From an optimization exercise on the open Yosys and OpenROAD flow, aimed at small area, a short achievable clock period and few clock cycles; shortcuts taken in it are not production practice.
Power figures rest on the tool's default switching activity, not on a simulated workload.

==> module Processor, before the edit <==
module Processor (
    input CLK,
    input reset,
    output [31:0] imem_addr,
    input  [31:0] imem_rdata,
    output [31:0] dmem_addr,
    output [31:0] dmem_wdata,
    output        dmem_we,
    output        dmem_re,
    input  [31:0] dmem_rdata
);
    reg        we_e, st_e, ld_e, jalr_e, br_e;
    reg        pt_e;
    reg [3:0]  rd_e;
    reg [2:0]  f3_e;
    reg        sub_e, sra_e, selalt_e;
    reg [31:0] a_e;
    reg [31:0] b_e;        
    reg [31:0] alt_e;      
    reg [11:0] imm_e;
    wire [31:0] immx_e = {{20{imm_e[11]}}, imm_e};
    wire [32:0] sum;
    skl_add #(32) u_sum (.a(a_e), .b(b_e), .cin(sub_e), .s(sum[31:0]), .cout(sum[32]));
    wire eq  = &(a_e ^ b_e);
    wire ltu = ~sum[32];
    wire lt  = (a_e[31] == b_e[31]) ? a_e[31] : sum[31];
    wire left = ~f3_e[2];
    reg [31:0] a_rev;
    integer i;
    always @(*) for (i = 0; i < 32; i = i + 1) a_rev[i] = a_e[31 - i];
    wire [31:0] sh_in = left ? a_rev : a_e;
    wire fill = sra_e & a_e[31] & ~left;
    reg [31:0] sh_w;
    always @(*) begin
        sh_w = sh_in;
        if (b_e[0]) sh_w = {{1{fill}}, sh_w[31:1]};
        if (b_e[1]) sh_w = {{2{fill}}, sh_w[31:2]};
        if (b_e[2]) sh_w = {{4{fill}}, sh_w[31:4]};
        if (b_e[3]) sh_w = {{8{fill}}, sh_w[31:8]};
        if (b_e[4]) sh_w = {{16{fill}}, sh_w[31:16]};
    end
    reg [31:0] sh_rev;
    always @(*) for (i = 0; i < 32; i = i + 1) sh_rev[i] = sh_w[31 - i];
    wire [31:0] shres = left ? sh_rev : sh_w;
    reg [31:0] alu;
    always @(*) begin
        case (f3_e)
            3'b000: alu = sum[31:0];
            3'b001: alu = shres;
            3'b010: alu = {31'd0, lt};
            3'b011: alu = {31'd0, ltu};
            3'b100: alu = a_e ^ b_e;
            3'b101: alu = shres;
            3'b110: alu = a_e | b_e;
            default: alu = a_e & b_e;
        endcase
    end
    wire [31:0] res_e = ld_e ? dmem_rdata : selalt_e ? alt_e : alu;
    reg cond;
    always @(*) begin
        case (f3_e)
            3'b000: cond = eq;
            3'b001: cond = ~eq;
            3'b100: cond = lt;
            3'b101: cond = ~lt;
            3'b110: cond = ltu;
            3'b111: cond = ~ltu;
            default: cond = 1'b0;
        endcase
    end
    wire mispred = br_e & (cond ^ pt_e);
    wire redirect = mispred | jalr_e;
    wire [31:0] addr;
    wire addr_co;
    skl_add #(32) u_addr (.a(a_e), .b(immx_e), .cin(1'b0), .s(addr), .cout(addr_co));
    wire [31:0] rtgt = jalr_e ? addr : alt_e;
    assign dmem_addr = addr;
    assign dmem_wdata = b_e;
    assign dmem_we = st_e;
    assign dmem_re = ld_e;
    reg [31:0] rf [1:15];
    always @(posedge CLK) begin
        if (we_e) rf[rd_e] <= res_e;
    end
    reg [31:0] pc;
    wire [31:0] ins = imem_rdata;
    wire [6:0] op = ins[6:0];
    wire [2:0] f3 = ins[14:12];
    wire is_r    = (op == 7'b0110011);
    wire is_i    = (op == 7'b0010011);
    wire is_ld   = (op == 7'b0000011);
    wire is_st   = (op == 7'b0100011);
    wire is_br   = (op == 7'b1100011);
    wire is_jal  = (op == 7'b1101111);
    wire is_jalr = (op == 7'b1100111);
    wire is_lui  = (op == 7'b0110111);
    wire is_aui  = (op == 7'b0010111);
    wire [3:0] ra1 = ins[18:15];
    wire [3:0] ra2 = ins[23:20];
    wire [3:0] rd  = ins[10:7];
    reg [31:0] rf1, rf2;
    integer k;
    always @(*) begin
        rf1 = 32'd0;
        rf2 = 32'd0;
        for (k = 1; k < 16; k = k + 1) begin
            rf1 = rf1 | ({32{ra1 == k}} & rf[k]);
            rf2 = rf2 | ({32{ra2 == k}} & rf[k]);
        end
    end
    wire [31:0] rs1 = (we_e && rd_e == ra1) ? res_e : rf1;
    wire [31:0] rs2 = (we_e && rd_e == ra2) ? res_e : rf2;
    wire [31:0] imm_b = {{20{ins[31]}}, ins[7], ins[30:25], ins[11:8], 1'b0};
    wire [31:0] imm_j = {{12{ins[31]}}, ins[19:12], ins[20], ins[30:21], 1'b0};
    wire [31:0] imm_u = {ins[31:12], 12'b0};
    wire [31:0] pc4;
    wire pc4_co;
    skl_add #(30) u_pc4 (.a(pc[31:2]), .b(30'd1), .cin(1'b0), .s(pc4[31:2]), .cout(pc4_co));
    assign pc4[1:0] = pc[1:0];
    wire [31:0] imm_t = ins[3] ? imm_j : ~ins[6] ? imm_u : imm_b;
    wire [31:0] tgt;
    wire tgt_co;
    skl_add #(32) u_tgt (.a(pc), .b(imm_t), .cin(1'b0), .s(tgt), .cout(tgt_co));
    wire pt = is_jal | (is_br & ins[31]);
    wire sub_f = (is_r & ins[30] & (f3 == 3'b000)) | ((is_r | is_i) & (f3[2:1] == 2'b01)) | is_br;
    wire [31:0] srcb_f = (is_r | is_br | is_st) ? rs2 : {{20{ins[31]}}, ins[31:20]};
    assign imem_addr = pc;
    always @(posedge CLK or posedge reset) begin
        if (reset) pc <= 32'd0;
        else if (redirect) pc <= rtgt;
        else if (pt) pc <= tgt;
        else pc <= pc4;
    end
    wire kill = redirect;    
    always @(posedge CLK or posedge reset) begin
        if (reset) begin
            we_e <= 1'b0; st_e <= 1'b0; ld_e <= 1'b0; jalr_e <= 1'b0; br_e <= 1'b0;
        end else begin
            we_e   <= ~kill & (is_r | is_i | is_ld | is_jal | is_jalr | is_lui | is_aui) & (rd != 4'd0);
            st_e   <= ~kill & is_st;
            ld_e   <= ~kill & is_ld;
            jalr_e <= ~kill & is_jalr;
            br_e   <= ~kill & is_br;
        end
    end
    always @(posedge CLK) begin
        pt_e     <= pt;
        rd_e     <= rd;
        f3_e     <= (is_r | is_i | is_br) ? f3 : 3'b000;
        sub_e    <= sub_f;
        sra_e    <= ins[30];
        selalt_e <= is_jal | is_jalr | is_lui | is_aui;
        a_e      <= rs1;
        b_e      <= srcb_f ^ {32{sub_f}};
        imm_e    <= is_st ? {ins[31:25], ins[11:7]} : ins[31:20];
        alt_e    <= is_lui ? imm_u : (is_aui | (is_br & ~pt)) ? tgt : pc4;
    end
endmodule
==> flow/config.mk <==
export PLATFORM = sky130hd
export DESIGN_NAME = Processor
export DESIGN_NICKNAME = Processor
export VERILOG_FILES = /design/flow/design.v
export SDC_FILE = /design/flow/constraint.sdc
export NUM_CORES = 4
export LEC_CHECK = 0
export CAP_MARGIN = 20
export CORE_MARGIN = 2
export CORE_UTILIZATION = 40
export SLEW_MARGIN = 20
==> flow/constraint.sdc <==
create_clock -name core_clock -period 12.0 [get_ports {CLK}]
set_input_delay 2.4000 -clock core_clock [delete_from_list [all_inputs] [get_ports {CLK}]]
set_output_delay 2.4000 -clock core_clock [all_outputs]
set_load 0.01 [all_outputs]
standard.sh (not shown) runs the stock make flow with config.mk's settings and CLKGATE_MAP_FILE= SYNTH_SCRIPT=/design/flow/synth_recipe.tcl, a recipe that flattens the netlist after the stock synthesis.
==> flow/flow/run.sh <==
#!/bin/bash
export SETUP_SLACK_MARGIN=6
export BUFFER_PORTS_ARGS="-buffer_cell sky130_fd_sc_hd__buf_2"
bash standard.sh > standard.log 2>&1
Next try:
--- a/flow/design.v
+++ b/flow/design.v
@@ -39,35 +39,27 @@
     reg        pt_e;
     reg [3:0]  rd_e;
     reg [2:0]  f3_e;
-    reg        sub_e, sra_e, selalt_e;
-    reg [31:0] a_e;
-    reg [31:0] b_e;        
+    reg        sub_e, sra_e, useb_e, selalt_e;
+    reg [31:0] a_e, b_e;
     reg [31:0] alt_e;      
     reg [11:0] imm_e;
     wire [31:0] immx_e = {{20{imm_e[11]}}, imm_e};
+    wire [31:0] srcb = useb_e ? b_e : immx_e;
     wire [32:0] sum;
-    skl_add #(32) u_sum (.a(a_e), .b(b_e), .cin(sub_e), .s(sum[31:0]), .cout(sum[32]));
-    wire eq  = &(a_e ^ b_e);
+    skl_add #(32) u_sum (.a(a_e), .b(sub_e ? ~srcb : srcb), .cin(sub_e), .s(sum[31:0]), .cout(sum[32]));
+    wire eq  = (sum[31:0] == 32'd0);
     wire ltu = ~sum[32];
-    wire lt  = (a_e[31] == b_e[31]) ? a_e[31] : sum[31];
+    wire lt  = (a_e[31] ^ srcb[31]) ? a_e[31] : sum[31];
     wire left = ~f3_e[2];
     reg [31:0] a_rev;
     integer i;
     always @(*) for (i = 0; i < 32; i = i + 1) a_rev[i] = a_e[31 - i];
     wire [31:0] sh_in = left ? a_rev : a_e;
     wire fill = sra_e & a_e[31] & ~left;
-    reg [31:0] sh_w;
-    always @(*) begin
-        sh_w = sh_in;
-        if (b_e[0]) sh_w = {{1{fill}}, sh_w[31:1]};
-        if (b_e[1]) sh_w = {{2{fill}}, sh_w[31:2]};
-        if (b_e[2]) sh_w = {{4{fill}}, sh_w[31:4]};
-        if (b_e[3]) sh_w = {{8{fill}}, sh_w[31:8]};
-        if (b_e[4]) sh_w = {{16{fill}}, sh_w[31:16]};
-    end
+    wire [63:0] sh_w = {{32{fill}}, sh_in} >> srcb[4:0];
     reg [31:0] sh_rev;
     always @(*) for (i = 0; i < 32; i = i + 1) sh_rev[i] = sh_w[31 - i];
-    wire [31:0] shres = left ? sh_rev : sh_w;
+    wire [31:0] shres = left ? sh_rev : sh_w[31:0];
     reg [31:0] alu;
     always @(*) begin
         case (f3_e)
@@ -75,10 +67,10 @@
             3'b001: alu = shres;
             3'b010: alu = {31'd0, lt};
             3'b011: alu = {31'd0, ltu};
-            3'b100: alu = a_e ^ b_e;
+            3'b100: alu = a_e ^ srcb;
             3'b101: alu = shres;
-            3'b110: alu = a_e | b_e;
-            default: alu = a_e & b_e;
+            3'b110: alu = a_e | srcb;
+            default: alu = a_e & srcb;
         endcase
     end
     wire [31:0] res_e = ld_e ? dmem_rdata : selalt_e ? alt_e : alu;
@@ -148,8 +140,6 @@
     wire tgt_co;
     skl_add #(32) u_tgt (.a(pc), .b(imm_t), .cin(1'b0), .s(tgt), .cout(tgt_co));
     wire pt = is_jal | (is_br & ins[31]);
-    wire sub_f = (is_r & ins[30] & (f3 == 3'b000)) | ((is_r | is_i) & (f3[2:1] == 2'b01)) | is_br;
-    wire [31:0] srcb_f = (is_r | is_br | is_st) ? rs2 : {{20{ins[31]}}, ins[31:20]};
     assign imem_addr = pc;
     always @(posedge CLK or posedge reset) begin
         if (reset) pc <= 32'd0;
@@ -173,11 +163,12 @@
         pt_e     <= pt;
         rd_e     <= rd;
         f3_e     <= (is_r | is_i | is_br) ? f3 : 3'b000;
-        sub_e    <= sub_f;
+        sub_e    <= (is_r & ins[30] & (f3 == 3'b000)) | ((is_r | is_i) & (f3[2:1] == 2'b01)) | is_br;
         sra_e    <= ins[30];
+        useb_e   <= is_r | is_br;
         selalt_e <= is_jal | is_jalr | is_lui | is_aui;
         a_e      <= rs1;
-        b_e      <= srcb_f ^ {32{sub_f}};
+        b_e      <= rs2;
         imm_e    <= is_st ? {ins[31:25], ins[11:7]} : ins[31:20];
         alt_e    <= is_lui ? imm_u : (is_aui | (is_br & ~pt)) ? tgt : pc4;
     end
Effect: Worst hold slack loses 0.013 ns. Routed wire length falls by 5.0%. Core utilization rises by 0.86 points. Sequential share of layout area went up by 0.20 points. Clock power hardly moves. Design area hardly moves. Power is higher by 0.35%.
No functional check of the RTL was part of any run of this note.

[re-timing with driven ports]
How much do the figures lean on ideal ports? The routed layouts below were timed once more, with nothing changed but the port constraints. Step 1 assumes that a clkbuf_16 drives the clock port and a buf_2 every other input. Step 2 moves the port delays by t, midway between the first and last clock arrival at a register: inputs arrive t later, outputs are due t later. That takes back most of the time a late clock gives input paths. a / b / c = ideal / step 1 / step 2; a / b = the first two.
| run | t, ns | setup WS [ns] | worst hold slack (ns) | worst setup path after step 2 | slew at the worst register clock pin (ns) |
|---|---|---|---|---|---|
| the first run | 0.700 | 6.040 / 5.975 / 5.760 | 0.479 / 0.479 / 0.479 | input to register | 0.07 / 0.07 |
| the second run | 0.686 | 5.953 / 5.913 / 5.507 | 0.467 / 0.467 / 0.467 | input to register | 0.08 / 0.08 |
After both steps setup and hold are still met in every run listed. The setup slack of the second run, which loses most, moves by -0.040 ns with the drivers and by -0.446 ns with both steps.
